Context: an optimization exercise on an open-source flow, tuned for small area, a short achievable clock period and few clock cycles. The choices shown serve that exercise and are no tape-out recipe. At most, simulation tests tie the RTL to the original design; equivalence was not proved. Power and IR drop assume default switching activity.

## run B
// fairy_core
module fairy_core(
	input         clk,
	input         resetn,
	output [31:0] inst_sram_addr,
	input  [31:0] inst_sram_rdata,
	output [ 3:0] data_sram_cen,
	output        data_sram_wr,
	output [31:0] data_sram_addr,
	output [31:0] data_sram_wdata,
	input  [31:0] data_sram_rdata
);
reg [31:2] pc;           
reg [31:0] ir, sk;       
reg        ir_v, sk_v;
reg [31:2] pc_d;         
reg        rep;          
reg        kill;         
assign inst_sram_addr = {pc, 2'b00};
wire a_v = ~rep & ~kill;
reg        e_we, e_load, e_st, e_md, e_isdiv, e_mthi, e_mtlo;
reg [4:0]  e_rd;
reg [2:0]  e_ldt, e_stt;
reg [1:0]  e_sel, e_lop, e_sop;
reg        e_sub, e_sgn, e_fwdA, e_fwdB, e_fwdS;
reg [31:0] e_A, e_B, e_sd;
reg        m_we, m_load, m_wr;
reg [4:0]  m_rd;
reg [2:0]  m_ldt;
reg [31:0] m_res, m_wdata;
reg [3:0]  m_cen;
reg        w_we, w_load;
reg [4:0]  w_rd;
reg [2:0]  w_ldt;
reg [1:0]  w_rot;
reg [31:0] w_res;
reg        x_we, x_load;
reg [4:0]  x_rd;
reg [2:0]  x_ldt;
reg [1:0]  x_a;
reg [31:0] x_val;
assign data_sram_addr  = m_res;
assign data_sram_wdata = m_wdata;
assign data_sram_cen   = m_cen;
assign data_sram_wr    = m_wr;
wire [5:0] op = ir[31:26];
wire [4:0] rs = ir[25:21];
wire [4:0] rt = ir[20:16];
wire [4:0] rdf = ir[15:11];
wire [4:0] sa = ir[10:6];
wire [5:0] fn = ir[5:0];
wire [15:0] imm = ir[15:0];
wire sp = (op == 6'h00);
wire i_sll  = sp & (fn == 6'h00);
wire i_srl  = sp & (fn == 6'h02);
wire i_sra  = sp & (fn == 6'h03);
wire i_sllv = sp & (fn == 6'h04);
  ...
clock: 15.0 ns
lec_check: 0
cap_margin: 20
core_margin: 2
core_utilization: 25
gpl_routability_driven: 1
place_density: 0.5
slew_margin: 20
run.sh (not shown) runs the stock make flow with config.mk's settings and CLKGATE_MAP_FILE= SYNTH_SCRIPT=/design/flow/synth_recipe.tcl, a recipe that flattens the netlist after the stock synthesis.
Testbench counts of run B, summed over its fixed seeds: cycles 41,327.
Input changes introduced in run C (baseline for comparison: run B):
diff --git a/flow/design.v b/flow/design.v
--- a/flow/design.v
+++ b/flow/design.v
@@ -213,26 +213,26 @@
 wire [31:0] x_wval;
 wire [3:0]  x_be;
 fairy_rf rf(
 	.clk(clk),
 	.sel0(sel0), .rd0(rf0),
 	.sel1(sel1), .rd1(rf1),
 	.we(x_we), .wa(x_rd), .wbe(x_be), .wd(x_wval)
 );
 wire x_part = x_load & (x_ldt == 3'd5 || x_ldt == 3'd6);
 reg hE0, hM0, hW0, hX0, hE1, hM1, hW1, hX1;
 reg [31:1] sel0, sel1;    
-wire st0 = uses_rs & (hE0 ? (e_load | is_br) : hM0 ? m_load : hW0 ? w_load : hX0 & x_part);
-wire st1 = uses_rt & (hE1 ? (e_load | need_d_rt) : hM1 ? m_load : hW1 ? w_load : hX1 & x_part);
-wire [31:0] v0 = hM0 ? m_res : hW0 ? w_res : hX0 ? x_wval : rf0;
-wire [31:0] v1 = hM1 ? m_res : hW1 ? w_res : hX1 ? x_wval : rf1;
+wire st0 = uses_rs & ((hE0 & (e_load | is_br)) | (hM0 & m_load) | (hW0 & w_load) | (hX0 & x_part));
+wire st1 = uses_rt & ((hE1 & (e_load | need_d_rt)) | (hM1 & m_load) | (hW1 & w_load) | (hX1 & x_part));
+wire [31:0] v0 = ({32{hM0}} & m_res) | ({32{hW0}} & w_res) | ({32{hX0}} & x_wval) | rf0;
+wire [31:0] v1 = ({32{hM1}} & m_res) | ({32{hW1}} & w_res) | ({32{hX1}} & x_wval) | rf1;
 wire md_busy;
 wire [31:0] hi, lo;
 wire st_hl = is_hl & (md_busy | e_md | e_mthi | e_mtlo);
 wire stall = ir_v & (st0 | st1 | st_hl);
 wire issue = ir_v & ~stall;
 wire eq   = (v0 == v1);
 wire neg  = v0[31];
 wire zero = (v0 == 32'd0);
 wire cond = (i_beq & eq) | (i_bne & ~eq) | (i_blez & (neg | zero))
           | (i_bgtz & ~neg & ~zero) | (i_bltz & neg) | (i_bgez & ~neg)
           | i_j | i_jal;
@@ -257,37 +257,37 @@
 		kill <= taken;
 		sk_v <= sk_next;
 		if (!stall) begin
 			ir_v <= sk_v | a_v;
 		end
 	end
 end
 wire [31:0] nx = sk_v ? sk : inst_sram_rdata;    
 wire [4:0] nrs = nx[25:21];
 wire [4:0] nrt = nx[20:16];
 wire iss_we = issue & d_we;
+wire nE0 = iss_we & (dest == nrs), nM0 = e_we & (e_rd == nrs);
+wire nW0 = m_we & (m_rd == nrs),   nX0 = w_we & (w_rd == nrs);
+wire nE1 = iss_we & (dest == nrt), nM1 = e_we & (e_rd == nrt);
+wire nW1 = m_we & (m_rd == nrt),   nX1 = w_we & (w_rd == nrt);
 always @(posedge clk) begin
 	if (!stall) begin
 		ir   <= nx;
 		pc_d <= pc - 30'd1;
-		sel0 <= (32'd1 << nrs) >> 1;
-		sel1 <= (32'd1 << nrt) >> 1;
-		hE0 <= iss_we & (dest == nrs);
-		hM0 <= e_we & (e_rd == nrs);
-		hW0 <= m_we & (m_rd == nrs);
-		hX0 <= w_we & (w_rd == nrs);
-		hE1 <= iss_we & (dest == nrt);
-		hM1 <= e_we & (e_rd == nrt);
-		hW1 <= m_we & (m_rd == nrt);
-		hX1 <= w_we & (w_rd == nrt);
+		sel0 <= ((32'd1 << nrs) >> 1) & {31{~(nE0 | nM0 | nW0 | nX0)}};
+		sel1 <= ((32'd1 << nrt) >> 1) & {31{~(nE1 | nM1 | nW1 | nX1)}};
+		hE0 <= nE0; hM0 <= nM0 & ~nE0; hW0 <= nW0 & ~nE0 & ~nM0; hX0 <= nX0 & ~nE0 & ~nM0 & ~nW0;
+		hE1 <= nE1; hM1 <= nM1 & ~nE1; hW1 <= nW1 & ~nE1 & ~nM1; hX1 <= nX1 & ~nE1 & ~nM1 & ~nW1;
 	end else begin
+		sel0 <= ((32'd1 << rs) >> 1) & {31{~(hE0 | hM0 | hW0)}};
+		sel1 <= ((32'd1 << rt) >> 1) & {31{~(hE1 | hM1 | hW1)}};
 		hE0 <= 1'b0; hM0 <= hE0; hW0 <= hM0; hX0 <= hW0;
 		hE1 <= 1'b0; hM1 <= hE1; hW1 <= hM1; hX1 <= hW1;
 	end
 	if (!sk_v)
 		sk <= inst_sram_rdata;
 end
 wire [31:0] pc_d8 = {pc_d + 30'd2, 2'b00};
 wire [31:0] immx = i_lui ? {imm, 16'd0}
                  : (i_andi | i_ori | i_xori) ? {16'd0, imm}
                  : {{16{imm[15]}}, imm};
 always @(posedge clk) begin
### Flow results
Per the final summary, run C finished and its layout is clean on timing, DRC and antenna. The final layout from run B, which completed every stage, passed the timing, design-rule and antenna checks at the end of the flow. In run C the top fanout value on the critical path turned out 24 higher than in run B. Of run C and run B, the lower number of nets in the final layout belongs to run C. [run C vs run B] minimum period implied by the final worst setup slack: lower in run C. Run C — fraction of the mapped netlist area in compound gates 0.54 points higher, run B as reference. Compared run B against run C; synthesized cell count within noise. Compared with run B, run C shows count of filler cells inserted in the layout that has gone down slightly. The aggregate routed wire length of run C was inferior to that of run B.
Testbench counts of run C, summed over its fixed seeds: cycles 41,327.


== oak ==
Another version of the RTL of fairy_core (not shown whole).
Size: roughly 8,600 cells after synthesis, ~1,700 flip-flops.
## fairy_core
module fairy_core(
	input         clk,
	input         resetn,
	output [31:0] inst_sram_addr,
	input  [31:0] inst_sram_rdata,
	output [ 3:0] data_sram_cen,
	output        data_sram_wr,
	output [31:0] data_sram_addr,
	output [31:0] data_sram_wdata,
	input  [31:0] data_sram_rdata
);
Settings: LEC_CHECK=0, CAP_MARGIN=60, CORE_MARGIN=2, CORE_UTILIZATION=25, CTS_CLUSTER_DIAMETER=100, CTS_CLUSTER_SIZE=22, GPL_ROUTABILITY_DRIVEN=1, PLACE_DENSITY=0.5, SLEW_MARGIN=60; clock period 15.0 ns.
standard.sh (not shown) runs the stock make flow with config.mk's settings and CLKGATE_MAP_FILE= SYNTH_SCRIPT=/design/flow/synth_recipe.tcl, a recipe that flattens the netlist after the stock synthesis.
==> flow/flow/run.sh <==
#!/bin/bash
# Layout: the standard flow (standard synthesis, floorplan, placement,
# CTS, routing) unchanged, except that the buffers ORFS puts on the input and
# output ports (buffer_ports) are sky130_fd_sc_hd__buf_4 cells.
set -euo pipefail
export BUFFER_PORTS_ARGS="-buffer_cell sky130_fd_sc_hd__buf_4"
bash standard.sh > standard.log 2>&1
Testbench counts of oak, summed over its fixed seeds: cycles 38,386.
diff inputs: oak => pine
diff --git a/flow/design.v b/flow/design.v
--- a/flow/design.v
+++ b/flow/design.v
@@ -130,23 +130,22 @@
 reg        ir_v, sk_v;
 reg [31:2] pc_d;         
 reg        rep;          
 reg        kill;         
 assign inst_sram_addr = {pc, 2'b00};
 wire a_v = ~rep & ~kill;
 reg        e_we, e_load, e_st, e_md, e_isdiv, e_mthi, e_mtlo;
 reg [4:0]  e_rd;
 reg [2:0]  e_ldt, e_stt;
 reg [1:0]  e_sel, e_lop, e_sop;
 reg        e_sub, e_sgn, e_fwdA, e_fwdB, e_fwdS;
-reg        e_fwdBp, e_fwdBn;    
 reg [31:0] e_A, e_B, e_sd;
 reg [4:0]  e_sa;         
 reg        e_zero;        
 reg        e_fwdSA;
 reg        m_we, m_load, m_wr;
 reg [4:0]  m_rd;
 reg [2:0]  m_ldt;
 reg [31:0] m_res, m_wdata;
 reg [3:0]  m_cen;
 reg        w_we, w_load;
 reg [4:0]  w_rd;
@@ -372,34 +371,32 @@
 	                                 3'd2;     
 	e_sel   <= (i_slt | i_sltu | i_slti | i_sltiu) ? 2'd1 :
 	           (i_and | i_or | i_xor | i_nor | i_andi | i_ori | i_xori) ? 2'd2 :
 	           (shift_imm | shift_var) ? 2'd3 : 2'd0;
 	e_sub   <= d_sub;
 	e_sgn   <= i_slt | i_slti;
 	e_lop   <= (i_and | i_andi) ? 2'd0 : (i_or | i_ori) ? 2'd1 :
 	           (i_xor | i_xori) ? 2'd2 : 2'd3;
 	e_sop   <= (i_sll | i_sllv) ? 2'd0 : (i_srl | i_srlv) ? 2'd1 : 2'd2;
 	e_fwdA  <= hE0 & ~(link | shift_imm | i_mfhi | i_mflo | i_lui);
 	e_fwdB  <= hE1 & (r_alu | i_mult | i_divu);
-	e_fwdBp <= hE1 & (r_alu | i_mult | i_divu) & ~d_sub;
-	e_fwdBn <= hE1 & (r_alu | i_mult | i_divu) & d_sub;
 	e_fwdS  <= hE1 & i_store;
 	e_sd    <= v1;
 	e_sa    <= shift_imm ? sa : v0[4:0];
 	e_fwdSA <= hE0 & shift_var;
 	e_A     <= dA;
 	e_B     <= dB;
 	e_zero  <= d_zero;
 end
 wire [31:0] A = e_fwdA ? m_res : e_A;
-wire [31:0] B = ({32{e_fwdBp}} & m_res) | ({32{e_fwdBn}} & ~m_res) | ({32{~e_fwdB}} & e_B);
+wire [31:0] B = e_fwdB ? (m_res ^ {32{e_sub}}) : e_B;
 wire [31:0] bx = B;
 wire [31:0] SD = e_fwdS ? m_res : e_sd;
 wire [32:0] sum = {e_sgn & A[31], A} + {e_sgn ? bx[31] : e_sub, bx} + {32'd0, e_sub};
 reg [31:0] lres;
 always @(*) begin
 	case (e_lop)
 		2'd0: lres = A & B;
 		2'd1: lres = A | B;
 		2'd2: lres = A ^ B;
 		default: lres = ~(A | B);
 	endcase
Notes after the runs:
Per the final summary, pine finished and its layout is clean on timing, DRC and antenna.
Looking at non-clock buffer count, pine sits about 0.6% higher than oak does.
pine vs oak, via count of the first global-routing pass went down by about 1.4%.
Summary — met2 wirelength from detailed routing, pine relative to oak: lower, by 2.4%.
Measured against each other, pine and oak differ in register-to-register slack, the higher figure coming from oak.
Diff oak -> pine | total power after layout | increase of about 1.2%
pine vs oak, startpoint of the worst setup timing path: e_sub vs m_res[9]
Lower final instance area goes to pine over oak.
Diff oak -> pine: fraction of met3 tracks used by global routing moved up, synthesized netlist cell count moved down.
Testbench counts of pine, summed over its fixed seeds: cycles 38,386.


Setup of run a:
Another version of the RTL of fairy_core (not shown whole).
Size in the first run: ~8,200 cells after synthesis, roughly 1,600 flip-flops, about 170 I/O pins, ~0.087 sq mm of cells after synthesis.
clock: 15.0 ns
lec_check: 0
cap_margin: 60
core_margin: 2
core_utilization: 25
gpl_routability_driven: 1
place_density: 0.5
slew_margin: 60
Scripts as last shown in full above: flow/flow/run.sh
Testbench counts of run a, summed over its fixed seeds: cycles 37,966.
### run a -> run b
--- a/flow/design.v
+++ b/flow/design.v
@@ -218,29 +218,29 @@
 	.sel0(sel0), .rd0(rf0),
 	.sel1(sel1), .rd1(rf1),
 	.we(x_we), .wa(x_rd), .wbe(x_be), .wd(x_wval)
 );
 reg hE0, hM0, hW0, hX0, hE1, hM1, hW1, hX1;
 reg [31:1] sel0, sel1;    
 wire e_add = (e_sel == 2'd0) & ~e_load;
-wire fast0 = (i_beq | i_bne) & (rt == 5'd0) & e_add;
+wire fast0 = (i_beq | i_bne) & ~hE1 & e_add;
 wire st0 = uses_rs & ((hE0 & (e_load | (is_br & ~fast0))) | (hM0 & m_load) | (hW0 & w_load) | (hX0 & x_part));
 wire st1 = uses_rt & ((hE1 & (e_load | need_d_rt)) | (hM1 & m_load) | (hW1 & w_load) | (hX1 & x_part));
 wire [31:0] v0 = ({32{hM0}} & m_res) | ({32{hW0}} & w_res) | ({32{hX0}} & x_wval) | rf0;
 wire [31:0] v1 = ({32{hM1}} & m_res) | ({32{hW1}} & w_res) | ({32{hX1}} & x_wval) | rf1;
 wire md_busy;
 wire [31:0] hi, lo;
 wire st_hl = ((i_mfhi | i_mflo) & (md_busy | e_md | e_mthi | e_mtlo))
            | ((i_mthi | i_mtlo) & (md_busy | e_md));
 wire stall = ir_v & (st0 | st1 | st_hl);
 wire issue = ir_v & ~stall;
 wire [31:0] fa = e_fwdA ? m_res : e_A;
-wire [31:0] fb = e_fwdB ? (m_res ^ {32{e_sub}}) : e_B;
-wire [31:0] fc = fa ^ fb;
-wire [31:0] fo = fa & fb | (fa | fb) & fc;
+wire [31:0] fb = (e_fwdB ? m_res : e_B) ^ {32{e_sub}};
+wire [31:0] fc = fa ^ fb ^ v1;
+wire [31:0] fo = (fa & fb) | (fa & fc) | (fb & fc);
 wire eq_sum = (fc[0] == e_sub) & (fc[31:1] == fo[30:0]);
 wire eq   = hE0 ? eq_sum : (v0 == v1);
 wire neg  = v0[31];
 wire zero = (v0 == 32'd0);
 wire cond = (i_beq & eq) | (i_bne & ~eq) | (i_blez & (neg | zero))
           | (i_bgtz & ~neg & ~zero) | (i_bltz & neg) | (i_bgez & ~neg)
           | i_j | i_jal;
@@ -297,15 +297,14 @@
 		sel1 <= ((32'd1 << rt) >> 1) & {31{~(hE1 | hM1 | hW1)}};
 		hE0 <= 1'b0; hM0 <= hE0; hW0 <= hM0; hX0 <= hW0;
 		hE1 <= 1'b0; hM1 <= hE1; hW1 <= hM1; hX1 <= hW1;
 	end
 	if (!sk_v)
 		sk <= inst_sram_rdata;
 end
-wire d_sub = i_subu | i_slt | i_sltu | i_slti | i_sltiu;
 wire [31:0] pc_d8 = {pc_d + 30'd2, 2'b00};
 wire [31:0] immx = i_lui ? {imm, 16'd0}
                  : (i_andi | i_ori | i_xori) ? {16'd0, imm}
                  : {{16{imm[15]}}, imm};
 always @(posedge clk) begin
 	if (!resetn || !issue) begin
 		e_we   <= 1'b0;
@@ -337,37 +336,37 @@
 	           (op[2:0] == 3'b001) ? 3'd1 :    
 	           (op[2:0] == 3'b010) ? 3'd3 :    
 	           (op[2:0] == 3'b110) ? 3'd4 :    
 	                                 3'd2;     
 	e_sel   <= (i_slt | i_sltu | i_slti | i_sltiu) ? 2'd1 :
 	           (i_and | i_or | i_xor | i_nor | i_andi | i_ori | i_xori) ? 2'd2 :
 	           (shift_imm | shift_var) ? 2'd3 : 2'd0;
-	e_sub   <= d_sub;
+	e_sub   <= i_subu | i_slt | i_sltu | i_slti | i_sltiu;
 	e_sgn   <= i_slt | i_slti;
 	e_lop   <= (i_and | i_andi) ? 2'd0 : (i_or | i_ori) ? 2'd1 :
 	           (i_xor | i_xori) ? 2'd2 : 2'd3;
 	e_sop   <= (i_sll | i_sllv) ? 2'd0 : (i_srl | i_srlv) ? 2'd1 : 2'd2;
 	e_fwdA  <= hE0 & ~(link | shift_imm | i_mfhi | i_mflo | i_lui);
 	e_fwdB  <= hE1 & (r_alu | i_mult | i_divu);
 	e_fwdS  <= hE1 & i_store;
 	e_sd    <= v1;
 	e_sa    <= shift_imm ? sa : v0[4:0];
 	e_fwdSA <= hE0 & shift_var;
 	e_A     <= link ? pc_d8 :
 	           i_mfhi ? hi :
 	           i_mflo ? lo :
 	           i_lui ? 32'd0 : v0;
-	e_B     <= {32{d_sub}} ^ ((i_alu | i_load | i_store) ? immx :
-	           (link | i_mfhi | i_mflo) ? 32'd0 : v1);
+	e_B     <= (i_alu | i_load | i_store) ? immx :
+	           (link | i_mfhi | i_mflo) ? 32'd0 : v1;
 end
 wire [31:0] A = e_fwdA ? m_res : e_A;
-wire [31:0] B = e_fwdB ? (m_res ^ {32{e_sub}}) : e_B;
+wire [31:0] B = e_fwdB ? m_res : e_B;
 wire [31:0] bx = B;
 wire [31:0] SD = e_fwdS ? m_res : e_sd;
-wire [32:0] sum = {e_sgn & A[31], A} + {e_sgn ? bx[31] : e_sub, bx} + {32'd0, e_sub};
+wire [32:0] sum = {e_sgn & A[31], A} + ({e_sgn & bx[31], bx} ^ {33{e_sub}}) + {32'd0, e_sub};
 reg [31:0] lres;
 always @(*) begin
 	case (e_lop)
 		2'd0: lres = A & B;
 		2'd1: lres = A | B;
 		2'd2: lres = A ^ B;
 		default: lres = ~(A | B);
Results
Diff run b and run a: switching part of the total higher in run b
Against run a, run b reports a buffer count excluding the clock tree in the final layout that is lower.
Looking at the reports, run b completed the entire flow and the layout it produced met the timing, design-rule and antenna checks.
Tap cell count, run b vs run a: up by a few percent
Overall global routing resource usage up 0.21 points in run b wrt run a
Sort run b and run a by placed wire-length estimate, ascending, and run a comes first.
Run b vs run a: post-route total power up
Taking run a as the reference point, the portion of total power attributed to combinational logic of run b rises by 2.9 points.
Run b vs. run a: post-route worst setup slack went down by 0.13 ns.
For run b, only the layout was checked, not whether the RTL still works.

==> port drivers added, routing unchanged <==
The results above use ideal ports. As a check the final layouts listed here were re-extracted and re-timed, cells and wires unchanged.
Step 1, drivers: a clkbuf_16 drives clk and a buf_2 each remaining input, both assumed.
Step 2 times the ports against the registers' clock, not the clock port: input delays grow and output delays shrink by t, the midpoint of the rising clock arrivals with the driver on.
a / b / c = ideal / step 1 / step 2; a / b = the first two.
| run | t (ns) | setup WS [ns] | worst setup path after step 2 | latest minus earliest clock arrival (ns) |
|---|---|---|---|---|
| run B of note 1 | 0.970 | 8.224 / 8.224 / 8.224 | register to register | 0.145 / 0.145 |
| run C of note 1 | 0.992 | 8.482 / 8.482 / 8.480 | input to register | 0.117 / 0.116 |
| oak | 1.001 | 9.854 / 9.745 / 9.382 | input to register | 0.149 / 0.148 |
| pine | 0.893 | 9.773 / 9.773 / 9.663 | input to register | 0.117 / 0.117 |
| run a of note 3 | 1.007 | 9.437 / 9.437 / 8.834 | input to register | 0.127 / 0.128 |
| run b of note 3 | 1.012 | 9.309 / 9.309 / 9.309 | register to register | 0.115 / 0.115 |
After both steps every run listed still meets setup and hold. For run a of note 3, which loses most, drivers alone change the setup slack by 0.000 ns; drivers and shift together by -0.603 ns.
